Source: an optimization exercise on an open RTL-to-GDS flow (aim: small area, a short achievable clock period and few clock cycles per item). Production flows keep margins and buffers that such runs may drop. No functional check of the RTL was part of this run. Power is estimated from default activity; no workload was simulated.

**flow/design.v**
```verilog
module bmac #(parameter YW = 23, parameter AW = 34) (
    input  [10:0]   x,
    input  [YW-1:0] y,
    input           sub,
    input  [AW-1:0] acc,
    output [AW-1:0] z
);
    localparam N = YW + 1;
    wire [12:0] xe = {x[10], x, 1'b0};           
    wire [N-1:0] y1 = {y[YW-1], y};
    wire [N-1:0] y2 = {y, 1'b0};
    wire [AW-1:0] u0, u1, u2, u3, u4, u5;
    wire [5:0] ng;
    genvar i;
    generate for (i = 0; i < 6; i = i + 1) begin : g_pp
        wire b0 = xe[2*i];
        wire b1 = xe[2*i+1];
        wire b2 = xe[2*i+2];
        wire one = b1 ^ b0;
        wire two = (b2 & ~b1 & ~b0) | (~b2 & b1 & b0);
        wire neg = b2 ^ sub;
        wire [N-1:0] mag = ({N{one}} & y1) | ({N{two}} & y2);
        wire [N-1:0] v = mag ^ {N{neg}};
        wire [N-1:0] u = {~v[N-1], v[N-2:0]};
        assign ng[i] = neg;
        wire [AW-1:0] ush = {{AW{1'b0}}, u} << (2*i);
        if (i == 0) assign u0 = ush;
        if (i == 1) assign u1 = ush;
        if (i == 2) assign u2 = ush;
        if (i == 3) assign u3 = ush;
        if (i == 4) assign u4 = ush;
        if (i == 5) assign u5 = ush;
    end endgenerate
    wire [AW-1:0] negs = {{AW{1'b0}}, ng[5], 1'b0, ng[4], 1'b0, ng[3], 1'b0, ng[2], 1'b0, ng[1], 1'b0, ng[0]};
    wire [AW+12:0] kfull = ({{(AW+13){1'b0}}} - ({{(AW+13){1'b0}}, 11'd1365} << (N-1)));
    wire [AW-1:0] kc = kfull[AW-1:0];
    assign z = acc + u0 + u1 + u2 + u3 + u4 + u5 + negs + kc;
endmodule
module MDC(
    clk, rst_n, in_valid, in_data, in_mode,
    out_valid, out_data
);
input clk, rst_n, in_valid;
input [8:0] in_mode;
input [14:0] in_data;
output out_valid;
output [206:0] out_data;
reg [3:0] cnt;           
reg       last;          
reg       ov;            
reg [1:0] md;            
wire [3:0] msyn;
assign msyn[0] = in_mode[8] ^ in_mode[6] ^ in_mode[4] ^ in_mode[2] ^ in_mode[0];
assign msyn[1] = in_mode[7] ^ in_mode[6] ^ in_mode[3] ^ in_mode[2];
assign msyn[2] = in_mode[5] ^ in_mode[4] ^ in_mode[3] ^ in_mode[2];
assign msyn[3] = in_mode[1] ^ in_mode[0];
wire m_d4 = in_mode[6] ^ (msyn == 4'd3);
wire m_d1 = in_mode[2] ^ (msyn == 4'd7);
always @(posedge clk or negedge rst_n) begin
    if (!rst_n) begin
        cnt  <= 4'd0;
        last <= 1'b0;
        ov   <= 1'b0;
    end else begin
        cnt  <= in_valid ? cnt + 4'd1 : 4'd0;
        last <= in_valid && (cnt == 4'd15);
        ov   <= last;
    end
end
always @(posedge clk) begin
    if (in_valid && cnt == 4'd0) md <= m_d4 ? 2'd2 : (m_d1 ? 2'd1 : 2'd0);
end
wire [14:0] cw = in_data;
reg  [3:0]  syn;
reg  [14:0] fixd;
integer p;
always @(*) begin
    syn = 4'd0;
    for (p = 1; p <= 15; p = p + 1)
        if (cw[15 - p]) syn = syn ^ p[3:0];
    fixd = cw;
    for (p = 1; p <= 15; p = p + 1)
        if (syn == p[3:0]) fixd[15 - p] = ~cw[15 - p];
end
wire [10:0] dec = {fixd[12], fixd[10:8], fixd[6:0]};
wire [15:0] kh = 16'd1 << cnt;
wire m2 = (md == 2'd0), m3 = (md == 2'd1), m4 = (md == 2'd2);
reg c0;
reg c1;
reg c2;
reg c3;
reg c4;
reg c5;
reg c6;
reg c7;
reg c8;
reg c9;
reg c10;
reg c11;
reg c12;
reg c13;
reg c14;
reg c15;
reg c16;
reg c17;
reg c18;
reg c19;
reg c20;
reg c21;
reg c22;
reg c23;
reg c24;
reg c25;
reg c26;
reg c27;
reg c28;
reg c29;
reg c30;
reg c31;
reg c32;
reg c33;
reg c34;
reg c35;
reg c36;
reg c37;
reg c38;
reg c39;
reg c40;
reg c41;
reg c42;
reg c43;
reg c44;
reg c45;
reg c46;
reg c47;
reg c48;
reg c49;
reg c50;
reg c51;
reg c52;
reg c53;
reg c54;
reg c55;
reg c56;
reg c57;
reg c58;
reg c59;
reg c60;
reg c61;
reg c62;
reg c63;
reg c64;
reg c65;
reg c66;
reg c67;
reg c68;
reg c69;
reg c70;
reg c71;
reg c72;
reg c73;
reg c74;
reg c75;
reg c76;
reg c77;
reg c78;
reg c79;
reg c80;
reg c81;
always @(posedge clk) begin
    c0 <= in_valid & ((kh[4] & (m4)) | (kh[5] & (m2 | m4)) | (kh[6] & (m2 | m4)) | (kh[7] & (m2 | m4)) | (kh[8] & (m3 | m4)) | (kh[9] & (m3 | m4)) | (kh[10] & (m3 | m4)) | (kh[11] & (m3 | m4)) | (kh[12] & (m3 | m4)) | kh[13] | kh[14] | kh[15]);
    c1 <= in_valid & ((kh[14] & (m4)));
    c2 <= in_valid & ((kh[15] & (m4)));
    c3 <= in_valid & ((kh[13] & (m4)));
    c4 <= in_valid & ((kh[12] & (m4)));
    c5 <= in_valid & ((kh[8] & (m4)) | (kh[9] & (m4)));
    c6 <= in_valid & ((kh[11] & (m4)) | (kh[12] & (m3)) | (kh[15] & (m3)));
    c7 <= in_valid & ((kh[13] & (m3)));
    c8 <= in_valid & ((kh[10] & (m4)) | (kh[14] & (m3)));
    c9 <= in_valid & ((kh[4] & (m4)) | (kh[5] & (m4)) | (kh[8] & (m3)) | (kh[9] & (m3)));
    c10 <= in_valid & ((kh[5] & (m2)) | (kh[6] & (m2)) | (kh[7] & (m2)) | (kh[13] & (m2)) | (kh[14] & (m2)) | (kh[15] & (m2)));
    c11 <= in_valid & ((kh[6] & (m4)) | (kh[7] & (m4)) | (kh[10] & (m3)) | (kh[11] & (m3)));
    c12 <= in_valid & ((kh[10] & (m4)) | (kh[11] & (m4)) | (kh[14] & (m3)) | (kh[15] & (m3)));
    c13 <= in_valid & ((kh[13] & (m4)) | (kh[14] & (m4)) | (kh[15] & (m4)));
    c14 <= in_valid & ((kh[6] & (m4)) | (kh[10] & (m3)));
    c15 <= in_valid & ((kh[7] & (m4)) | (kh[11] & (m3)));
    c16 <= in_valid & ((kh[4] & (m4)) | (kh[5] & (m4)) | (kh[8] & (m3)) | (kh[9] & (m3)) | (kh[10] & (m4)) | (kh[12] & (m4)) | (kh[14] & (m3 | m4)));
    c17 <= in_valid & ((kh[11] & (m3)));
    c18 <= in_valid & ((kh[12] & (m3)));
    c19 <= in_valid & ((kh[15] & (m3)));
    c20 <= in_valid & ((kh[4] & (m4)) | (kh[5] & (m2 | m4)) | (kh[6] & (m4)) | (kh[7] & (m4)) | (kh[8] & (m3 | m4)) | kh[9] | kh[10] | (kh[11] & (m2 | m4)) | (kh[12] & (m2)) | (kh[14] & (m2 | m3)));
    c21 <= in_valid & ((kh[8] & (m4)) | (kh[12] & (m3)) | (kh[13] & (m3)));
    c22 <= in_valid & ((kh[11] & (m4)) | (kh[15] & (m3)));
    c23 <= in_valid & ((kh[9] & (m4)) | (kh[10] & (m4)) | (kh[11] & (m3)) | (kh[14] & (m3)));
    c24 <= in_valid & ((kh[4] & (m4)));
    c25 <= in_valid & ((kh[5] & (m2 | m4)) | (kh[8] & (m3)) | (kh[12] & (m2)) | (kh[14] & (m2)));
    c26 <= in_valid & ((kh[6] & (m4)) | (kh[9] & (m2 | m3)) | (kh[10] & (m2 | m3)) | (kh[11] & (m2)));
    c27 <= in_valid & ((kh[7] & (m4)));
    c28 <= in_valid & ((kh[9] & (m4)) | (kh[13] & (m3)));
    c29 <= in_valid & ((kh[6] & (m4)) | (kh[9] & (m2)) | (kh[10] & (m2 | m3)) | (kh[11] & (m2)));
    c30 <= in_valid & ((kh[7] & (m4)) | (kh[9] & (m3)));
    c31 <= in_valid & ((kh[4] & (m4)) | (kh[5] & (m2 | m4)) | (kh[8] & (m3)) | (kh[9] & (m4)) | (kh[10] & (m4)) | (kh[12] & (m2)) | (kh[14] & (m2)) | (kh[15] & (m3)));
    c32 <= in_valid & ((kh[12] & (m3)) | (kh[13] & (m3)));
    c33 <= in_valid & ((kh[14] & (m3)));
    c34 <= in_valid & ((kh[4] & (m2 | m4)) | (kh[5] & (m4)) | (kh[6] & (m2 | m4)) | (kh[7] & (m4)) | (kh[8] & (m2 | m4)) | kh[9] | kh[10] | (kh[11] & (m3 | m4)) | (kh[13] & (m2)));
    c35 <= in_valid & ((kh[10] & (m4)) | (kh[11] & (m4)) | (kh[13] & (m3)));
    c36 <= in_valid & ((kh[9] & (m4)) | (kh[12] & (m3)));
    c37 <= in_valid & ((kh[8] & (m4)) | (kh[14] & (m3)));
    c38 <= in_valid & ((kh[4] & (m2 | m4)) | (kh[6] & (m2 | m4)) | (kh[8] & (m2)) | (kh[9] & (m2 | m3)) | (kh[10] & (m2 | m3)) | (kh[13] & (m2)));
    c39 <= in_valid & ((kh[5] & (m4)) | (kh[7] & (m4)) | (kh[11] & (m3)));
    c40 <= in_valid & ((kh[11] & (m4)) | (kh[12] & (m3)));
    c41 <= in_valid & ((kh[9] & (m4)) | (kh[10] & (m4)) | (kh[13] & (m3)) | (kh[14] & (m3)));
    c42 <= in_valid & ((kh[5] & (m4)) | (kh[11] & (m3)));
    c43 <= in_valid & ((kh[4] & (m2 | m4)) | (kh[6] & (m2 | m4)) | (kh[8] & (m2)) | kh[9] | (kh[10] & (m2 | m3)) | (kh[12] & (m3)) | (kh[13] & (m2)) | (kh[14] & (m3)));
    c44 <= in_valid & (kh[0]);
    c45 <= in_valid & (kh[1]);
    c46 <= in_valid & (kh[2]);
    c47 <= in_valid & (kh[3]);
    c48 <= in_valid & ((kh[6] & (m4)) | (kh[7] & (m4)));
    c49 <= in_valid & ((kh[5] & (m2 | m4)) | (kh[6] & (m4)) | (kh[10] & (m3)) | (kh[12] & (m2)) | (kh[14] & (m2)));
    c50 <= in_valid & ((kh[4] & (m2)) | (kh[6] & (m2)) | (kh[8] & (m2)) | (kh[9] & (m2 | m3)) | (kh[10] & (m2)) | (kh[13] & (m2)));
    c51 <= in_valid & ((kh[4] & (m2)) | (kh[5] & (m2 | m4)) | (kh[6] & (m2 | m4)) | (kh[8] & (m2)) | (kh[9] & (m2 | m3)) | (kh[10] & (m2 | m3)) | (kh[12] & (m2)) | (kh[13] & (m2)) | (kh[14] & (m2)));
    c52 <= in_valid & ((kh[4] & (m4)) | (kh[5] & (m4)) | (kh[10] & (m3)) | (kh[11] & (m3)));
    c53 <= in_valid & ((kh[4] & (m4)) | (kh[6] & (m4)) | (kh[8] & (m3)) | (kh[10] & (m3)));
    c54 <= in_valid & ((kh[5] & (m4)) | (kh[7] & (m4)) | (kh[9] & (m3)) | (kh[11] & (m3)));
    c55 <= in_valid & ((kh[4] & (m4)) | (kh[7] & (m4)) | (kh[8] & (m3)) | (kh[9] & (m3)));
    c56 <= in_valid & ((kh[9] & (m4)) | (kh[10] & (m4)) | (kh[11] & (m4)) | (kh[12] & (m4)) | (kh[13] & (m3 | m4)) | (kh[14] & (m3 | m4)) | kh[15]);
    c57 <= in_valid & ((kh[14] & (m2)));
    c58 <= in_valid & ((kh[9] & (m4)) | (kh[10] & (m4)) | (kh[11] & (m4)) | (kh[12] & (m4)) | (kh[13] & (m3 | m4)) | (kh[14] & (m3 | m4)) | (kh[15] & (m3 | m4)));
    c59 <= in_valid & ((kh[9] & (m4)) | (kh[10] & (m4)) | (kh[11] & (m4)) | (kh[12] & (m4)) | (kh[13] & (m3 | m4)) | kh[14] | (kh[15] & (m3 | m4)));
    c60 <= in_valid & ((kh[13] & (m2)));
    c61 <= in_valid & ((kh[9] & (m4)) | (kh[10] & (m4)) | (kh[11] & (m4)) | (kh[12] & (m4)) | kh[13] | (kh[14] & (m3 | m4)) | (kh[15] & (m3 | m4)));
    c62 <= in_valid & ((kh[8] & (m4)) | (kh[12] & (m3)));
    c63 <= in_valid & ((kh[8] & (m4)) | (kh[10] & (m4)) | (kh[11] & (m4)) | (kh[12] & (m3)) | (kh[13] & (m2)) | (kh[14] & (m3)) | (kh[15] & (m3 | m4)));
    c64 <= in_valid & ((kh[11] & (m2)));
    c65 <= in_valid & ((kh[8] & (m4)) | (kh[10] & (m4)) | (kh[11] & (m2 | m4)) | (kh[12] & (m3)) | (kh[14] & (m3)) | (kh[15] & (m3 | m4)));
    c66 <= in_valid & ((kh[10] & (m2)));
    c67 <= in_valid & ((kh[8] & (m4)) | (kh[10] & (m2 | m4)) | (kh[11] & (m4)) | (kh[12] & (m3)) | (kh[14] & (m3)) | (kh[15] & (m3 | m4)));
    c68 <= in_valid & ((kh[8] & (m4)) | (kh[12] & (m3)) | (kh[15] & (m4)));
    c69 <= in_valid & ((kh[8] & (m4)) | (kh[9] & (m4)) | (kh[10] & (m2 | m4)) | (kh[12] & (m3)) | (kh[13] & (m3)) | (kh[14] & (m3)) | (kh[15] & (m4)));
    c70 <= in_valid & ((kh[9] & (m2)));
    c71 <= in_valid & ((kh[8] & (m4)) | (kh[9] & (m2 | m4)) | (kh[10] & (m4)) | (kh[12] & (m3)) | (kh[13] & (m3)) | (kh[14] & (m3)) | (kh[15] & (m4)));
    c72 <= in_valid & ((kh[7] & (m2)));
    c73 <= in_valid & ((kh[7] & (m2)) | (kh[8] & (m4)) | (kh[9] & (m4)) | (kh[10] & (m4)) | (kh[12] & (m3)) | (kh[13] & (m3)) | (kh[14] & (m3)) | (kh[15] & (m4)));
    c74 <= in_valid & ((kh[9] & (m4)) | (kh[11] & (m3)) | (kh[13] & (m3)));
    c75 <= in_valid & ((kh[8] & (m4)) | (kh[11] & (m4)) | (kh[12] & (m3)));
    c76 <= in_valid & ((kh[7] & (m2)) | (kh[8] & (m4)) | (kh[9] & (m4)) | (kh[11] & (m3 | m4)) | (kh[12] & (m3)) | (kh[13] & (m3)) | (kh[15] & (m4)));
    c77 <= in_valid & ((kh[6] & (m2)));
    c78 <= in_valid & ((kh[6] & (m2)) | (kh[8] & (m4)) | (kh[9] & (m4)) | (kh[11] & (m3 | m4)) | (kh[12] & (m3)) | (kh[13] & (m3)) | (kh[15] & (m4)));
    c79 <= in_valid & ((kh[5] & (m2)));
    c80 <= in_valid & ((kh[5] & (m2)) | (kh[8] & (m4)) | (kh[9] & (m4)) | (kh[11] & (m3 | m4)) | (kh[12] & (m3)) | (kh[13] & (m3)) | (kh[15] & (m4)));
    c81 <= in_valid & ((kh[5] & (m2)) | (kh[15] & (m3 | m4)));
end
reg [10:0] xr, dl1, dl2, dl3, dl4, dl5, dl6, dl7;
reg [10:0] R0, R1, R2, R3;
reg [22:0] P0, P1, P2, P3, P4, P5;
reg [206:0] out_reg;
always @(posedge clk) begin
    xr <= dec;
    dl1 <= xr; dl2 <= dl1; dl3 <= dl2; dl4 <= dl3; dl5 <= dl4; dl6 <= dl5; dl7 <= dl6;
end
assign out_valid = ov;
assign out_data = out_reg & {207{ov}};
wire [45:0] l1_z;
wire [10:0] l1_x = ({11{c0}} & xr);
wire [33:0] l1_y = ({34{c1}} & out_reg[186:153]) | ({34{c2}} & out_reg[135:102]) | ({34{c3}} & out_reg[84:51]) | ({34{c4}} & out_reg[33:0]) | ({34{c5}} & {{11{P0[22]}}, P0}) | ({34{c6}} & {{11{P1[22]}}, P1}) | ({34{c7}} & {{11{P2[22]}}, P2}) | ({34{c8}} & {{11{P4[22]}}, P4}) | ({34{c9}} & {{23{dl2[10]}}, dl2}) | ({34{c10}} & {{23{dl5[10]}}, dl5}) | ({34{c11}} & {{23{dl6[10]}}, dl6});
wire [45:0] l1_acc = ({46{c12}} & {{12{out_reg[33]}}, out_reg[33:0]}) | ({46{c13}} & out_reg[45:0]) | ({46{c10}} & {{23{P1[22]}}, P1}) | ({46{c14}} & {{23{P3[22]}}, P3}) | ({46{c15}} & {{23{P4[22]}}, P4});
bmac #(.YW(34), .AW(46)) u_l1 (.x(l1_x), .y(l1_y), .sub(c16), .acc(l1_acc), .z(l1_z));
wire [33:0] l2_z;
wire [10:0] l2_x = ({11{c7}} & R0) | ({11{c17}} & R2) | ({11{c18}} & R3) | ({11{c19}} & dl2) | ({11{c20}} & xr);
wire [22:0] l2_y = ({23{c21}} & P1) | ({23{c22}} & P3) | ({23{c23}} & P5) | ({23{c24}} & {{12{dl1[10]}}, dl1}) | ({23{c25}} & {{12{dl3[10]}}, dl3}) | ({23{c26}} & {{12{dl5[10]}}, dl5}) | ({23{c27}} & {{12{dl7[10]}}, dl7});
wire [33:0] l2_acc = ({34{c28}} & out_reg[186:153]) | ({34{c12}} & out_reg[84:51]) | ({34{c29}} & {{11{P1[22]}}, P1}) | ({34{c30}} & {{11{P5[22]}}, P5});
bmac #(.YW(23), .AW(34)) u_l2 (.x(l2_x), .y(l2_y), .sub(c31), .acc(l2_acc), .z(l2_z));
wire [33:0] l3_z;
wire [10:0] l3_x = ({11{c32}} & R1) | ({11{c33}} & R2) | ({11{c34}} & xr);
wire [22:0] l3_y = ({23{c35}} & P2) | ({23{c36}} & P3) | ({23{c37}} & P4) | ({23{c38}} & {{12{dl3[10]}}, dl3}) | ({23{c39}} & {{12{dl5[10]}}, dl5});
wire [33:0] l3_acc = ({34{c40}} & out_reg[186:153]) | ({34{c41}} & out_reg[135:102]) | ({34{c27}} & {{11{P0[22]}}, P0}) | ({34{c42}} & {{11{P2[22]}}, P2});
bmac #(.YW(23), .AW(34)) u_l3 (.x(l3_x), .y(l3_y), .sub(c43), .acc(l3_acc), .z(l3_z));
always @(posedge clk) begin
    if (c44) R0 <= xr;
    if (c45) R1 <= xr;
    if (c46) R2 <= xr;
    if (c47) R3 <= xr;
    if (c48) P0 <= ({23{c48}} & l3_z[22:0]);
    if (c51) P1 <= ({23{c49}} & l2_z[22:0]) | ({23{c50}} & l3_z[22:0]);
    if (c52) P2 <= ({23{c52}} & l3_z[22:0]);
    if (c53) P3 <= ({23{c53}} & l1_z[22:0]);
    if (c54) P4 <= ({23{c54}} & l1_z[22:0]);
    if (c55) P5 <= ({23{c55}} & l2_z[22:0]);
    if (c56) out_reg[0] <= (c56 & l1_z[0]);
    if (c56) out_reg[1] <= (c56 & l1_z[1]);
    if (c56) out_reg[2] <= (c56 & l1_z[2]);
    if (c56) out_reg[3] <= (c56 & l1_z[3]);
    if (c56) out_reg[4] <= (c56 & l1_z[4]);
    if (c56) out_reg[5] <= (c56 & l1_z[5]);
    if (c56) out_reg[6] <= (c56 & l1_z[6]);
    if (c56) out_reg[7] <= (c56 & l1_z[7]);
    if (c56) out_reg[8] <= (c56 & l1_z[8]);
    if (c56) out_reg[9] <= (c56 & l1_z[9]);
    if (c56) out_reg[10] <= (c56 & l1_z[10]);
    if (c56) out_reg[11] <= (c56 & l1_z[11]);
    if (c56) out_reg[12] <= (c56 & l1_z[12]);
    if (c56) out_reg[13] <= (c56 & l1_z[13]);
    if (c56) out_reg[14] <= (c56 & l1_z[14]);
    if (c56) out_reg[15] <= (c56 & l1_z[15]);
    if (c56) out_reg[16] <= (c56 & l1_z[16]);
    if (c56) out_reg[17] <= (c56 & l1_z[17]);
    if (c56) out_reg[18] <= (c56 & l1_z[18]);
    if (c56) out_reg[19] <= (c56 & l1_z[19]);
    if (c56) out_reg[20] <= (c56 & l1_z[20]);
    if (c56) out_reg[21] <= (c56 & l1_z[21]);
    if (c56) out_reg[22] <= (c56 & l1_z[22]);
    if (c59) out_reg[23] <= (c57 & l1_z[0]) | (c58 & l1_z[23]);
    if (c59) out_reg[24] <= (c57 & l1_z[1]) | (c58 & l1_z[24]);
    if (c59) out_reg[25] <= (c57 & l1_z[2]) | (c58 & l1_z[25]);
    if (c59) out_reg[26] <= (c58 & l1_z[26]) | (c57 & l1_z[3]);
    if (c59) out_reg[27] <= (c58 & l1_z[27]) | (c57 & l1_z[4]);
    if (c59) out_reg[28] <= (c58 & l1_z[28]) | (c57 & l1_z[5]);
    if (c59) out_reg[29] <= (c58 & l1_z[29]) | (c57 & l1_z[6]);
    if (c59) out_reg[30] <= (c58 & l1_z[30]) | (c57 & l1_z[7]);
    if (c59) out_reg[31] <= (c58 & l1_z[31]) | (c57 & l1_z[8]);
    if (c59) out_reg[32] <= (c58 & l1_z[32]) | (c57 & l1_z[9]);
    if (c59) out_reg[33] <= (c57 & l1_z[10]) | (c58 & l1_z[33]);
    if (c59) out_reg[34] <= (c57 & l1_z[11]) | (c58 & l1_z[34]);
    if (c59) out_reg[35] <= (c57 & l1_z[12]) | (c58 & l1_z[35]);
    if (c59) out_reg[36] <= (c57 & l1_z[13]) | (c58 & l1_z[36]);
    if (c59) out_reg[37] <= (c57 & l1_z[14]) | (c58 & l1_z[37]);
    if (c59) out_reg[38] <= (c57 & l1_z[15]) | (c58 & l1_z[38]);
    if (c59) out_reg[39] <= (c57 & l1_z[16]) | (c58 & l1_z[39]);
    if (c59) out_reg[40] <= (c57 & l1_z[17]) | (c58 & l1_z[40]);
    if (c59) out_reg[41] <= (c57 & l1_z[18]) | (c58 & l1_z[41]);
    if (c59) out_reg[42] <= (c57 & l1_z[19]) | (c58 & l1_z[42]);
    if (c59) out_reg[43] <= (c57 & l1_z[20]) | (c58 & l1_z[43]);
    if (c59) out_reg[44] <= (c57 & l1_z[21]) | (c58 & l1_z[44]);
    if (c59) out_reg[45] <= (c57 & l1_z[22]) | (c58 & l1_z[45]);
    if (c61) out_reg[46] <= (c60 & l1_z[0]) | (c58 & l1_z[45]);
    if (c61) out_reg[47] <= (c60 & l1_z[1]) | (c58 & l1_z[45]);
    if (c61) out_reg[48] <= (c60 & l1_z[2]) | (c58 & l1_z[45]);
    if (c61) out_reg[49] <= (c60 & l1_z[3]) | (c58 & l1_z[45]);
    if (c61) out_reg[50] <= (c60 & l1_z[4]) | (c58 & l1_z[45]);
    if (c63) out_reg[51] <= (c62 & l1_z[0]) | (c2 & l1_z[45]) | (c60 & l1_z[5]) | (c12 & l2_z[0]);
    if (c63) out_reg[52] <= (c62 & l1_z[1]) | (c2 & l1_z[45]) | (c60 & l1_z[6]) | (c12 & l2_z[1]);
    if (c63) out_reg[53] <= (c62 & l1_z[2]) | (c2 & l1_z[45]) | (c60 & l1_z[7]) | (c12 & l2_z[2]);
    if (c63) out_reg[54] <= (c62 & l1_z[3]) | (c2 & l1_z[45]) | (c60 & l1_z[8]) | (c12 & l2_z[3]);
    if (c63) out_reg[55] <= (c62 & l1_z[4]) | (c2 & l1_z[45]) | (c60 & l1_z[9]) | (c12 & l2_z[4]);
    if (c63) out_reg[56] <= (c60 & l1_z[10]) | (c2 & l1_z[45]) | (c62 & l1_z[5]) | (c12 & l2_z[5]);
    if (c63) out_reg[57] <= (c60 & l1_z[11]) | (c2 & l1_z[45]) | (c62 & l1_z[6]) | (c12 & l2_z[6]);
    if (c63) out_reg[58] <= (c60 & l1_z[12]) | (c2 & l1_z[45]) | (c62 & l1_z[7]) | (c12 & l2_z[7]);
    if (c63) out_reg[59] <= (c60 & l1_z[13]) | (c2 & l1_z[45]) | (c62 & l1_z[8]) | (c12 & l2_z[8]);
    if (c63) out_reg[60] <= (c60 & l1_z[14]) | (c2 & l1_z[45]) | (c62 & l1_z[9]) | (c12 & l2_z[9]);
    if (c63) out_reg[61] <= (c62 & l1_z[10]) | (c60 & l1_z[15]) | (c2 & l1_z[45]) | (c12 & l2_z[10]);
    if (c63) out_reg[62] <= (c62 & l1_z[11]) | (c60 & l1_z[16]) | (c2 & l1_z[45]) | (c12 & l2_z[11]);
    if (c63) out_reg[63] <= (c62 & l1_z[12]) | (c60 & l1_z[17]) | (c2 & l1_z[45]) | (c12 & l2_z[12]);
    if (c63) out_reg[64] <= (c62 & l1_z[13]) | (c60 & l1_z[18]) | (c2 & l1_z[45]) | (c12 & l2_z[13]);
    if (c63) out_reg[65] <= (c62 & l1_z[14]) | (c60 & l1_z[19]) | (c2 & l1_z[45]) | (c12 & l2_z[14]);
    if (c63) out_reg[66] <= (c62 & l1_z[15]) | (c60 & l1_z[20]) | (c2 & l1_z[45]) | (c12 & l2_z[15]);
    if (c63) out_reg[67] <= (c62 & l1_z[16]) | (c60 & l1_z[21]) | (c2 & l1_z[45]) | (c12 & l2_z[16]);
    if (c63) out_reg[68] <= (c62 & l1_z[17]) | (c60 & l1_z[22]) | (c2 & l1_z[45]) | (c12 & l2_z[17]);
    if (c65) out_reg[69] <= (c62 & l1_z[18]) | (c2 & l1_z[45]) | (c64 & l2_z[0]) | (c12 & l2_z[18]);
    if (c65) out_reg[70] <= (c62 & l1_z[19]) | (c2 & l1_z[45]) | (c64 & l2_z[1]) | (c12 & l2_z[19]);
    if (c65) out_reg[71] <= (c62 & l1_z[20]) | (c2 & l1_z[45]) | (c64 & l2_z[2]) | (c12 & l2_z[20]);
    if (c65) out_reg[72] <= (c62 & l1_z[21]) | (c2 & l1_z[45]) | (c12 & l2_z[21]) | (c64 & l2_z[3]);
    if (c65) out_reg[73] <= (c62 & l1_z[22]) | (c2 & l1_z[45]) | (c12 & l2_z[22]) | (c64 & l2_z[4]);
    if (c65) out_reg[74] <= (c62 & l1_z[23]) | (c2 & l1_z[45]) | (c12 & l2_z[23]) | (c64 & l2_z[5]);
    if (c65) out_reg[75] <= (c62 & l1_z[24]) | (c2 & l1_z[45]) | (c12 & l2_z[24]) | (c64 & l2_z[6]);
    if (c65) out_reg[76] <= (c62 & l1_z[25]) | (c2 & l1_z[45]) | (c12 & l2_z[25]) | (c64 & l2_z[7]);
    if (c65) out_reg[77] <= (c62 & l1_z[26]) | (c2 & l1_z[45]) | (c12 & l2_z[26]) | (c64 & l2_z[8]);
    if (c65) out_reg[78] <= (c62 & l1_z[27]) | (c2 & l1_z[45]) | (c12 & l2_z[27]) | (c64 & l2_z[9]);
    if (c65) out_reg[79] <= (c62 & l1_z[28]) | (c2 & l1_z[45]) | (c64 & l2_z[10]) | (c12 & l2_z[28]);
    if (c65) out_reg[80] <= (c62 & l1_z[29]) | (c2 & l1_z[45]) | (c64 & l2_z[11]) | (c12 & l2_z[29]);
    if (c65) out_reg[81] <= (c62 & l1_z[30]) | (c2 & l1_z[45]) | (c64 & l2_z[12]) | (c12 & l2_z[30]);
    if (c65) out_reg[82] <= (c62 & l1_z[31]) | (c2 & l1_z[45]) | (c64 & l2_z[13]) | (c12 & l2_z[31]);
    if (c65) out_reg[83] <= (c62 & l1_z[32]) | (c2 & l1_z[45]) | (c64 & l2_z[14]) | (c12 & l2_z[32]);
    if (c65) out_reg[84] <= (c62 & l1_z[33]) | (c2 & l1_z[45]) | (c64 & l2_z[15]) | (c12 & l2_z[33]);
    if (c65) out_reg[85] <= (c62 & l1_z[34]) | (c2 & l1_z[45]) | (c64 & l2_z[16]) | (c12 & l2_z[33]);
    if (c65) out_reg[86] <= (c62 & l1_z[35]) | (c2 & l1_z[45]) | (c64 & l2_z[17]) | (c12 & l2_z[33]);
    if (c65) out_reg[87] <= (c62 & l1_z[36]) | (c2 & l1_z[45]) | (c64 & l2_z[18]) | (c12 & l2_z[33]);
    if (c65) out_reg[88] <= (c62 & l1_z[37]) | (c2 & l1_z[45]) | (c64 & l2_z[19]) | (c12 & l2_z[33]);
    if (c65) out_reg[89] <= (c62 & l1_z[38]) | (c2 & l1_z[45]) | (c64 & l2_z[20]) | (c12 & l2_z[33]);
    if (c65) out_reg[90] <= (c62 & l1_z[39]) | (c2 & l1_z[45]) | (c64 & l2_z[21]) | (c12 & l2_z[33]);
    if (c65) out_reg[91] <= (c62 & l1_z[40]) | (c2 & l1_z[45]) | (c64 & l2_z[22]) | (c12 & l2_z[33]);
    if (c67) out_reg[92] <= (c62 & l1_z[41]) | (c2 & l1_z[45]) | (c66 & l2_z[0]) | (c12 & l2_z[33]);
    if (c67) out_reg[93] <= (c62 & l1_z[42]) | (c2 & l1_z[45]) | (c66 & l2_z[1]) | (c12 & l2_z[33]);
    if (c67) out_reg[94] <= (c62 & l1_z[43]) | (c2 & l1_z[45]) | (c66 & l2_z[2]) | (c12 & l2_z[33]);
    if (c67) out_reg[95] <= (c62 & l1_z[44]) | (c2 & l1_z[45]) | (c66 & l2_z[3]) | (c12 & l2_z[33]);
    if (c67) out_reg[96] <= (c68 & l1_z[45]) | (c12 & l2_z[33]) | (c66 & l2_z[4]);
    if (c67) out_reg[97] <= (c68 & l1_z[45]) | (c12 & l2_z[33]) | (c66 & l2_z[5]);
    if (c67) out_reg[98] <= (c68 & l1_z[45]) | (c12 & l2_z[33]) | (c66 & l2_z[6]);
    if (c67) out_reg[99] <= (c68 & l1_z[45]) | (c12 & l2_z[33]) | (c66 & l2_z[7]);
    if (c67) out_reg[100] <= (c68 & l1_z[45]) | (c12 & l2_z[33]) | (c66 & l2_z[8]);
    if (c67) out_reg[101] <= (c68 & l1_z[45]) | (c12 & l2_z[33]) | (c66 & l2_z[9]);
    if (c69) out_reg[102] <= (c2 & l1_z[45]) | (c62 & l2_z[0]) | (c66 & l2_z[10]) | (c41 & l3_z[0]);
    if (c69) out_reg[103] <= (c2 & l1_z[45]) | (c62 & l2_z[1]) | (c66 & l2_z[11]) | (c41 & l3_z[1]);
    if (c69) out_reg[104] <= (c2 & l1_z[45]) | (c66 & l2_z[12]) | (c62 & l2_z[2]) | (c41 & l3_z[2]);
    if (c69) out_reg[105] <= (c2 & l1_z[45]) | (c66 & l2_z[13]) | (c62 & l2_z[3]) | (c41 & l3_z[3]);
    if (c69) out_reg[106] <= (c2 & l1_z[45]) | (c66 & l2_z[14]) | (c62 & l2_z[4]) | (c41 & l3_z[4]);
    if (c69) out_reg[107] <= (c2 & l1_z[45]) | (c66 & l2_z[15]) | (c62 & l2_z[5]) | (c41 & l3_z[5]);
    if (c69) out_reg[108] <= (c2 & l1_z[45]) | (c66 & l2_z[16]) | (c62 & l2_z[6]) | (c41 & l3_z[6]);
    if (c69) out_reg[109] <= (c2 & l1_z[45]) | (c66 & l2_z[17]) | (c62 & l2_z[7]) | (c41 & l3_z[7]);
    if (c69) out_reg[110] <= (c2 & l1_z[45]) | (c66 & l2_z[18]) | (c62 & l2_z[8]) | (c41 & l3_z[8]);
    if (c69) out_reg[111] <= (c2 & l1_z[45]) | (c66 & l2_z[19]) | (c62 & l2_z[9]) | (c41 & l3_z[9]);
    if (c69) out_reg[112] <= (c2 & l1_z[45]) | (c62 & l2_z[10]) | (c66 & l2_z[20]) | (c41 & l3_z[10]);
    if (c69) out_reg[113] <= (c2 & l1_z[45]) | (c62 & l2_z[11]) | (c66 & l2_z[21]) | (c41 & l3_z[11]);
    if (c69) out_reg[114] <= (c2 & l1_z[45]) | (c62 & l2_z[12]) | (c66 & l2_z[22]) | (c41 & l3_z[12]);
    if (c71) out_reg[115] <= (c2 & l1_z[45]) | (c70 & l2_z[0]) | (c62 & l2_z[13]) | (c41 & l3_z[13]);
    if (c71) out_reg[116] <= (c2 & l1_z[45]) | (c70 & l2_z[1]) | (c62 & l2_z[14]) | (c41 & l3_z[14]);
    if (c71) out_reg[117] <= (c2 & l1_z[45]) | (c62 & l2_z[15]) | (c70 & l2_z[2]) | (c41 & l3_z[15]);
    if (c71) out_reg[118] <= (c2 & l1_z[45]) | (c62 & l2_z[16]) | (c70 & l2_z[3]) | (c41 & l3_z[16]);
    if (c71) out_reg[119] <= (c2 & l1_z[45]) | (c62 & l2_z[17]) | (c70 & l2_z[4]) | (c41 & l3_z[17]);
    if (c71) out_reg[120] <= (c2 & l1_z[45]) | (c62 & l2_z[18]) | (c70 & l2_z[5]) | (c41 & l3_z[18]);
    if (c71) out_reg[121] <= (c2 & l1_z[45]) | (c62 & l2_z[19]) | (c70 & l2_z[6]) | (c41 & l3_z[19]);
    if (c71) out_reg[122] <= (c2 & l1_z[45]) | (c62 & l2_z[20]) | (c70 & l2_z[7]) | (c41 & l3_z[20]);
    if (c71) out_reg[123] <= (c2 & l1_z[45]) | (c62 & l2_z[21]) | (c70 & l2_z[8]) | (c41 & l3_z[21]);
    if (c71) out_reg[124] <= (c2 & l1_z[45]) | (c62 & l2_z[22]) | (c70 & l2_z[9]) | (c41 & l3_z[22]);
    if (c71) out_reg[125] <= (c2 & l1_z[45]) | (c70 & l2_z[10]) | (c62 & l2_z[23]) | (c41 & l3_z[23]);
    if (c71) out_reg[126] <= (c2 & l1_z[45]) | (c70 & l2_z[11]) | (c62 & l2_z[24]) | (c41 & l3_z[24]);
    if (c71) out_reg[127] <= (c2 & l1_z[45]) | (c70 & l2_z[12]) | (c62 & l2_z[25]) | (c41 & l3_z[25]);
    if (c71) out_reg[128] <= (c2 & l1_z[45]) | (c70 & l2_z[13]) | (c62 & l2_z[26]) | (c41 & l3_z[26]);
    if (c71) out_reg[129] <= (c2 & l1_z[45]) | (c70 & l2_z[14]) | (c62 & l2_z[27]) | (c41 & l3_z[27]);
    if (c71) out_reg[130] <= (c2 & l1_z[45]) | (c70 & l2_z[15]) | (c62 & l2_z[28]) | (c41 & l3_z[28]);
    if (c71) out_reg[131] <= (c2 & l1_z[45]) | (c70 & l2_z[16]) | (c62 & l2_z[29]) | (c41 & l3_z[29]);
    if (c71) out_reg[132] <= (c2 & l1_z[45]) | (c70 & l2_z[17]) | (c62 & l2_z[30]) | (c41 & l3_z[30]);
    if (c71) out_reg[133] <= (c2 & l1_z[45]) | (c70 & l2_z[18]) | (c62 & l2_z[31]) | (c41 & l3_z[31]);
    if (c71) out_reg[134] <= (c2 & l1_z[45]) | (c70 & l2_z[19]) | (c62 & l2_z[32]) | (c41 & l3_z[32]);
    if (c71) out_reg[135] <= (c2 & l1_z[45]) | (c70 & l2_z[20]) | (c62 & l2_z[33]) | (c41 & l3_z[33]);
    if (c71) out_reg[136] <= (c2 & l1_z[45]) | (c70 & l2_z[21]) | (c62 & l2_z[33]) | (c41 & l3_z[33]);
    if (c71) out_reg[137] <= (c2 & l1_z[45]) | (c70 & l2_z[22]) | (c62 & l2_z[33]) | (c41 & l3_z[33]);
    if (c73) out_reg[138] <= (c72 & l1_z[0]) | (c2 & l1_z[45]) | (c62 & l2_z[33]) | (c41 & l3_z[33]);
    if (c73) out_reg[139] <= (c72 & l1_z[1]) | (c2 & l1_z[45]) | (c62 & l2_z[33]) | (c41 & l3_z[33]);
    if (c73) out_reg[140] <= (c72 & l1_z[2]) | (c2 & l1_z[45]) | (c62 & l2_z[33]) | (c41 & l3_z[33]);
    if (c73) out_reg[141] <= (c72 & l1_z[3]) | (c2 & l1_z[45]) | (c62 & l2_z[33]) | (c41 & l3_z[33]);
    if (c73) out_reg[142] <= (c72 & l1_z[4]) | (c2 & l1_z[45]) | (c62 & l2_z[33]) | (c41 & l3_z[33]);
    if (c73) out_reg[143] <= (c2 & l1_z[45]) | (c72 & l1_z[5]) | (c62 & l2_z[33]) | (c41 & l3_z[33]);
    if (c73) out_reg[144] <= (c2 & l1_z[45]) | (c72 & l1_z[6]) | (c62 & l2_z[33]) | (c41 & l3_z[33]);
    if (c73) out_reg[145] <= (c2 & l1_z[45]) | (c72 & l1_z[7]) | (c62 & l2_z[33]) | (c41 & l3_z[33]);
    if (c73) out_reg[146] <= (c2 & l1_z[45]) | (c72 & l1_z[8]) | (c62 & l2_z[33]) | (c41 & l3_z[33]);
    if (c73) out_reg[147] <= (c2 & l1_z[45]) | (c72 & l1_z[9]) | (c62 & l2_z[33]) | (c41 & l3_z[33]);
    if (c73) out_reg[148] <= (c72 & l1_z[10]) | (c2 & l1_z[45]) | (c62 & l2_z[33]) | (c41 & l3_z[33]);
    if (c73) out_reg[149] <= (c72 & l1_z[11]) | (c2 & l1_z[45]) | (c62 & l2_z[33]) | (c41 & l3_z[33]);
    if (c73) out_reg[150] <= (c72 & l1_z[12]) | (c2 & l1_z[45]) | (c62 & l2_z[33]) | (c41 & l3_z[33]);
    if (c73) out_reg[151] <= (c72 & l1_z[13]) | (c2 & l1_z[45]) | (c62 & l2_z[33]) | (c41 & l3_z[33]);
    if (c73) out_reg[152] <= (c72 & l1_z[14]) | (c2 & l1_z[45]) | (c62 & l2_z[33]) | (c41 & l3_z[33]);
    if (c76) out_reg[153] <= (c72 & l1_z[15]) | (c2 & l1_z[45]) | (c74 & l2_z[0]) | (c75 & l3_z[0]);
    if (c76) out_reg[154] <= (c72 & l1_z[16]) | (c2 & l1_z[45]) | (c74 & l2_z[1]) | (c75 & l3_z[1]);
    if (c76) out_reg[155] <= (c72 & l1_z[17]) | (c2 & l1_z[45]) | (c74 & l2_z[2]) | (c75 & l3_z[2]);
    if (c76) out_reg[156] <= (c72 & l1_z[18]) | (c2 & l1_z[45]) | (c74 & l2_z[3]) | (c75 & l3_z[3]);
    if (c76) out_reg[157] <= (c72 & l1_z[19]) | (c2 & l1_z[45]) | (c74 & l2_z[4]) | (c75 & l3_z[4]);
    if (c76) out_reg[158] <= (c72 & l1_z[20]) | (c2 & l1_z[45]) | (c74 & l2_z[5]) | (c75 & l3_z[5]);
    if (c76) out_reg[159] <= (c72 & l1_z[21]) | (c2 & l1_z[45]) | (c74 & l2_z[6]) | (c75 & l3_z[6]);
    if (c76) out_reg[160] <= (c72 & l1_z[22]) | (c2 & l1_z[45]) | (c74 & l2_z[7]) | (c75 & l3_z[7]);
    if (c78) out_reg[161] <= (c77 & l1_z[0]) | (c2 & l1_z[45]) | (c74 & l2_z[8]) | (c75 & l3_z[8]);
    if (c78) out_reg[162] <= (c77 & l1_z[1]) | (c2 & l1_z[45]) | (c74 & l2_z[9]) | (c75 & l3_z[9]);
    if (c78) out_reg[163] <= (c77 & l1_z[2]) | (c2 & l1_z[45]) | (c74 & l2_z[10]) | (c75 & l3_z[10]);
    if (c78) out_reg[164] <= (c77 & l1_z[3]) | (c2 & l1_z[45]) | (c74 & l2_z[11]) | (c75 & l3_z[11]);
    if (c78) out_reg[165] <= (c77 & l1_z[4]) | (c2 & l1_z[45]) | (c74 & l2_z[12]) | (c75 & l3_z[12]);
    if (c78) out_reg[166] <= (c2 & l1_z[45]) | (c77 & l1_z[5]) | (c74 & l2_z[13]) | (c75 & l3_z[13]);
    if (c78) out_reg[167] <= (c2 & l1_z[45]) | (c77 & l1_z[6]) | (c74 & l2_z[14]) | (c75 & l3_z[14]);
    if (c78) out_reg[168] <= (c2 & l1_z[45]) | (c77 & l1_z[7]) | (c74 & l2_z[15]) | (c75 & l3_z[15]);
    if (c78) out_reg[169] <= (c2 & l1_z[45]) | (c77 & l1_z[8]) | (c74 & l2_z[16]) | (c75 & l3_z[16]);
    if (c78) out_reg[170] <= (c2 & l1_z[45]) | (c77 & l1_z[9]) | (c74 & l2_z[17]) | (c75 & l3_z[17]);
    if (c78) out_reg[171] <= (c77 & l1_z[10]) | (c2 & l1_z[45]) | (c74 & l2_z[18]) | (c75 & l3_z[18]);
    if (c78) out_reg[172] <= (c77 & l1_z[11]) | (c2 & l1_z[45]) | (c74 & l2_z[19]) | (c75 & l3_z[19]);
    if (c78) out_reg[173] <= (c77 & l1_z[12]) | (c2 & l1_z[45]) | (c74 & l2_z[20]) | (c75 & l3_z[20]);
    if (c78) out_reg[174] <= (c77 & l1_z[13]) | (c2 & l1_z[45]) | (c74 & l2_z[21]) | (c75 & l3_z[21]);
    if (c78) out_reg[175] <= (c77 & l1_z[14]) | (c2 & l1_z[45]) | (c74 & l2_z[22]) | (c75 & l3_z[22]);
    if (c78) out_reg[176] <= (c77 & l1_z[15]) | (c2 & l1_z[45]) | (c74 & l2_z[23]) | (c75 & l3_z[23]);
    if (c78) out_reg[177] <= (c77 & l1_z[16]) | (c2 & l1_z[45]) | (c74 & l2_z[24]) | (c75 & l3_z[24]);
    if (c78) out_reg[178] <= (c77 & l1_z[17]) | (c2 & l1_z[45]) | (c74 & l2_z[25]) | (c75 & l3_z[25]);
    if (c78) out_reg[179] <= (c77 & l1_z[18]) | (c2 & l1_z[45]) | (c74 & l2_z[26]) | (c75 & l3_z[26]);
    if (c78) out_reg[180] <= (c77 & l1_z[19]) | (c2 & l1_z[45]) | (c74 & l2_z[27]) | (c75 & l3_z[27]);
    if (c78) out_reg[181] <= (c77 & l1_z[20]) | (c2 & l1_z[45]) | (c74 & l2_z[28]) | (c75 & l3_z[28]);
    if (c78) out_reg[182] <= (c77 & l1_z[21]) | (c2 & l1_z[45]) | (c74 & l2_z[29]) | (c75 & l3_z[29]);
    if (c78) out_reg[183] <= (c77 & l1_z[22]) | (c2 & l1_z[45]) | (c74 & l2_z[30]) | (c75 & l3_z[30]);
    if (c80) out_reg[184] <= (c79 & l1_z[0]) | (c2 & l1_z[45]) | (c74 & l2_z[31]) | (c75 & l3_z[31]);
    if (c80) out_reg[185] <= (c79 & l1_z[1]) | (c2 & l1_z[45]) | (c74 & l2_z[32]) | (c75 & l3_z[32]);
    if (c80) out_reg[186] <= (c79 & l1_z[2]) | (c2 & l1_z[45]) | (c74 & l2_z[33]) | (c75 & l3_z[33]);
    if (c80) out_reg[187] <= (c79 & l1_z[3]) | (c2 & l1_z[45]) | (c74 & l2_z[33]) | (c75 & l3_z[33]);
    if (c80) out_reg[188] <= (c79 & l1_z[4]) | (c2 & l1_z[45]) | (c74 & l2_z[33]) | (c75 & l3_z[33]);
    if (c80) out_reg[189] <= (c2 & l1_z[45]) | (c79 & l1_z[5]) | (c74 & l2_z[33]) | (c75 & l3_z[33]);
    if (c80) out_reg[190] <= (c2 & l1_z[45]) | (c79 & l1_z[6]) | (c74 & l2_z[33]) | (c75 & l3_z[33]);
    if (c80) out_reg[191] <= (c2 & l1_z[45]) | (c79 & l1_z[7]) | (c74 & l2_z[33]) | (c75 & l3_z[33]);
    if (c80) out_reg[192] <= (c2 & l1_z[45]) | (c79 & l1_z[8]) | (c74 & l2_z[33]) | (c75 & l3_z[33]);
    if (c80) out_reg[193] <= (c2 & l1_z[45]) | (c79 & l1_z[9]) | (c74 & l2_z[33]) | (c75 & l3_z[33]);
    if (c80) out_reg[194] <= (c79 & l1_z[10]) | (c2 & l1_z[45]) | (c74 & l2_z[33]) | (c75 & l3_z[33]);
    if (c80) out_reg[195] <= (c79 & l1_z[11]) | (c2 & l1_z[45]) | (c74 & l2_z[33]) | (c75 & l3_z[33]);
    if (c80) out_reg[196] <= (c79 & l1_z[12]) | (c2 & l1_z[45]) | (c74 & l2_z[33]) | (c75 & l3_z[33]);
    if (c80) out_reg[197] <= (c79 & l1_z[13]) | (c2 & l1_z[45]) | (c74 & l2_z[33]) | (c75 & l3_z[33]);
    if (c80) out_reg[198] <= (c79 & l1_z[14]) | (c2 & l1_z[45]) | (c74 & l2_z[33]) | (c75 & l3_z[33]);
    if (c80) out_reg[199] <= (c79 & l1_z[15]) | (c2 & l1_z[45]) | (c74 & l2_z[33]) | (c75 & l3_z[33]);
    if (c80) out_reg[200] <= (c79 & l1_z[16]) | (c2 & l1_z[45]) | (c74 & l2_z[33]) | (c75 & l3_z[33]);
    if (c80) out_reg[201] <= (c79 & l1_z[17]) | (c2 & l1_z[45]) | (c74 & l2_z[33]) | (c75 & l3_z[33]);
    if (c80) out_reg[202] <= (c79 & l1_z[18]) | (c2 & l1_z[45]) | (c74 & l2_z[33]) | (c75 & l3_z[33]);
    if (c80) out_reg[203] <= (c79 & l1_z[19]) | (c2 & l1_z[45]) | (c74 & l2_z[33]) | (c75 & l3_z[33]);
    if (c81) out_reg[204] <= (c79 & l1_z[20]) | (c2 & l1_z[45]);
    if (c81) out_reg[205] <= (c79 & l1_z[21]) | (c2 & l1_z[45]);
    if (c81) out_reg[206] <= (c79 & l1_z[22]) | (c2 & l1_z[45]);
end
endmodule
```
**flow/flow/run.sh**
```bash
#!/bin/bash
# The standard ORFS layout (the standard.sh), with repair_timing asked to
# leave 15 ns of setup slack at the design's 22 ns clock, so that it works on
# every register-to-register path longer than 7 ns. The SDC is unchanged.
set -euo pipefail
bash standard.sh SETUP_SLACK_MARGIN=15 finish > orfs_flow.log 2>&1
```
**flow/standard.sh**
```bash
#!/bin/bash
# synth_recipe.tcl (not shown) runs the flow's synth.tcl, then flattens the netlist and writes it again
# the make line also repeats each setting of config.mk as NAME=value (left out here)
make -C /OpenROAD-flow-scripts/flow DESIGN_CONFIG=/design/flow/config.mk WORK_HOME=/design/flow/orfs CLKGATE_MAP_FILE= SYNTH_SCRIPT=/design/flow/synth_recipe.tcl "${@:-finish}"
```
**flow/config.mk**
```make
export PLATFORM = sky130hd
export DESIGN_NAME = MDC
export DESIGN_NICKNAME = MDC
export VERILOG_FILES = /design/flow/design.v
export SDC_FILE = /design/flow/constraint.sdc
export NUM_CORES = 4
export LEC_CHECK = 0
export CAP_MARGIN = 20
export CORE_MARGIN = 2
export CORE_UTILIZATION = 40
export SLEW_MARGIN = 20
```
**flow/constraint.sdc**
```tcl
create_clock -name core_clock -period 22.0 [get_ports {clk}]
set_input_delay 4.4000 -clock core_clock [delete_from_list [all_inputs] [get_ports {clk}]]
set_output_delay 4.4000 -clock core_clock [all_outputs]
set_load 0.01 [all_outputs]
```
==> run notes <==
==> worst reg2reg max path, delay by kind of cell, from the launching register on <==
kind	cells	cell delay (ns)
simple gates	6	1.58
flops	1	0.47
compound gates	6	2.01
buf+inv	3	0.31
fa+ha+maj	5	2.28
xor+xnor	2	0.30
==> synth_stat cells (145+ instances only) <==
master | number | area (um2)
o22ai_1 | 335 | 2100
a222oi_1 | 173 | 1730
nand2_1 | 453 | 1700
edfxtp_1 | 391 | 11700
xor2_1 | 216 | 1890
inv_1 | 432 | 1620
xnor2_1 | 461 | 4040
nor2_1 | 200 | 751
a22oi_1 | 262 | 1970
clkbuf_1 | 417 | 1570
a21oi_1 | 145 | 726
ha_1 | 273 | 3420
fa_1 | 388 | 7770
dfxtp_1 | 170 | 3400
and2_1 | 384 | 2400
==> report_power, final <==
group          switching, mW  leakage [nW]  internal (mW)
combinational          0.754          18.7          0.401
clock                  0.486          1.05          0.625
sequential            0.0701          5.26           1.19
total                   1.31          25.0           2.21
==> cells by family after synthesis <==
family,count (synthesis),share of synthesized area (%)
buffers and inverters,883,6.38
flip-flops,567,29.2
AND/OR/NAND/NOR,1281,12.1
XOR/XNOR,677,11.3
adder cells (fa/ha/maj),661,21.3
AO/OA/AOI/OAI,1340,18.6
multiplexers,55,1.06
==> cell type report <==
cell class / instances / share of cell area, %
multi-input combinational: 4034 / 57.2
sequential: 567 / 24.4
timing repair buffer: 572 / 8.89
tap: 1742 / 3.46
clock buffer: 90 / 2.94
inverter: 434 / 2.58
clock inverter: 22 / 0.472
antenna: 14 / 0.0556
==> metal layers <==
metal | wire length (um) | up-vias | global-route usage [%]
met5 | 195 | - | 0.570
met3 | 40700 | 821 | 14.2
met2 | 98300 | 4260 | 48.0
li1 | - | 19900 | -
met1 | 90500 | 24200 | 45.5
met4 | 17700 | 14 | 18.3
==> how the worst max path moves through the flow <==
stage	to	slack (ns)	cells after the start
2_1_floorplan	out_reg[84]$_DFFE_PP_	15.18	26
3_3_place_gp	out_reg[143]$_DFFE_PP_	13.48	25
4_1_cts	out_reg[143]$_DFFE_PP_	14.98	24
3_5_place_dp	out_reg[143]$_DFFE_PP_	13.35	25
5_1_grt	out_reg[94]$_DFFE_PP_	14.80	22
6_report	out_reg[94]$_DFFE_PP_	14.74	22
==> what timing repair did <==
action | in CTS | in global routing
setup buffers | 54 | 134
gates cloned | 7 | 24
setup endpoints to repair | 370 | 174
gates resized for setup | 228 | 282
pin swaps | 74 | 153
==> run notes <==
* Max Clock Skew at 0.0789 ns
* CTS Hold Bufs at 0
* Vias in the first global route at ~46000
* Max-cap violations at 0
* Syn Std Cell Area at 52400 um2
* Syn. warnings at 1
* WP buf/inv at 3
* Via Count at 49100
* Avg Synthesized Cell Area at between 9 and 10 um2
* Placed cell count at 7128
* Share of layout cells above drive strength 1 at between 10% and 20%
* Final Hold Fails at 0
* Yosys cell types at 81
* GRT Total Usage at 34.6%
* Clk latency of the worst-skew pair at 0.72 ns
* Finished Layout Cells at ~7500
* Fin crit period at 7.26 ns
* Largest net degree at the start of global routing at approximately 130
* Grt ovf at 0
* Post-layout util at 48.6%
* Worst r2r path cells at 22
* Area of the multi-input gates at 36100 um2
* H-tree depth at 2
* Outcome: timing/DRC/antenna clean
* Worst hold stages at 0
* Worst Min Path Start: dl4[8]$_DFF_P_
* Register Area at 15400 um2
* Critical-path cell list: a222oi_1 -> and2_4 -> buf_12 -> buf_6 -> o22ai_4 -> xnor2_2 -> fa_1 -> fa_2 -> fa_1 -> inv_1 -> fa_1 -> ha_4 -> nand3_4 -> or3_4 -> nor4_4 -> a22o_4 -> o221ai_4 -> a21oi_4 -> xnor2_4 -> and2_4 -> or2_4 -> a221o_2
* Setup TNS at 0 ns
* WL/cell at roughly 33 um
* Seq/Total Area, Yosys at 29.2%
* CP max stage delay at 1.10 ns
* Fillers at 12200
* Total chip power at 3.52 mW
* First-pass GRT wire length at between 300000 and 400000 um
* Final setup violation count at 0
* Crit path DAT at 7.66 ns
* # nets final at 6356
* Worst endpoint required time at 22.40 ns
* Number of enable flip-flop cells after synthesis at 391
* CP max FO at 6
* Period utilisation layout at 33.0%
* Post-Syn Nets at just over 6000
* DRC at 0
* DR pass1 iterations at 17
* Worst hold slack at 0.327 ns
* Starting density of the core at between 40% and 50%
* Final instance area at between 60000 and 70000 um2
* Cell count after synthesis at 5464
* Critical Path Source Type: flop
* CTS tree: built
* Slew margin rel. at about an eighth
* Reg2reg setup slack at 14.74 ns
* CP Launch Point: P3[12]$_DFFE_PP_
* Pre-CTS setup slack at 13.35 ns
* Worst hold endpoint: dl5[8]$_DFF_P_
* Setup ws final at 14.74 ns
* Site Rows at approximately 130
* Worst setup EP type: flop
* Final HPWL DP at 173000 um
* Port Buffers at 234
* Total I/O pin count at roughly 240
* Slowest stage cell on the critical path: a222oi_1
* Routed vias/inst at 6.57
* Die ar. at 134000 um2
* Placed cell area at 56700 um2
* CORE AREA at 130000 um2
* Worst-margin pin slew at 1.32 ns
* Clock Sinks at 567
* CP delay by family, top: adder cells
* PD cells at about 56 nW/um2
* DRT iter0 DRCs at 8806
* Reg2reg end: out_reg[94]$_DFFE_PP_
* Root Buffer: clkbuf_16
* Most common cell after layout, fill and taps aside: nand2_1
* Top_reg_cell synth: edfxtp_1
* Initial antenna violation count at 29
* FF+latch count, synth at ~570
* CTS buffer count at 59
* GP Congestion at a little over 1
* Max reg flops at around 210
* Die Y at ~370 um
* Hold Crit Class: reg -> reg
* Max Slew Vio Count at 0
* Wirelength, routed at 247000 um
* Post-synth ARST share at 1.06%
* CP most frequent cell: fa_1
* Worst-path clk slew at around 0.070 ns
* RSZ-0062 raised after global routing: true
* Layout area overhead at 20.3%
* Die W at 366 um
* Peak supply drop at 0.0611 mV
* Most frequent cells in the layout: 429 x nand2_1, 424 x inv_1, 423 x xnor2_1
* CTS max path bufs at 3
* Worst reg2reg startpoint: P3[12]$_DFFE_PP_
* Fmax at around 0.14 GHz
* Leak pwr at 25.0 nW
* Post-route ant nets at 0
* CP Class: reg -> reg

## what the ideal ports hide
No port has a modelled driver above. Below, the same layout with a new extraction and two added sets of constraints. Step 1, drivers: a clkbuf_16 drives clk and a buf_2 each remaining input, both assumed. Step 2, shift: input delay + t, output delay - t, t = (earliest + latest rising clock arrival at the registers) / 2. This alone moves slack from input paths to output paths. Slacks: no drivers / after step 1 / after step 2; pairs: no drivers / after step 1.
t (ns): 0.747
setup slack, ns: 14.737 / 14.737 / 14.737
worst slew at a driven data input, ns: 0.05
After both steps this run still meets setup and hold. The setup slack of this run moves by 0.000 ns with the drivers and by 0.000 ns with both steps.
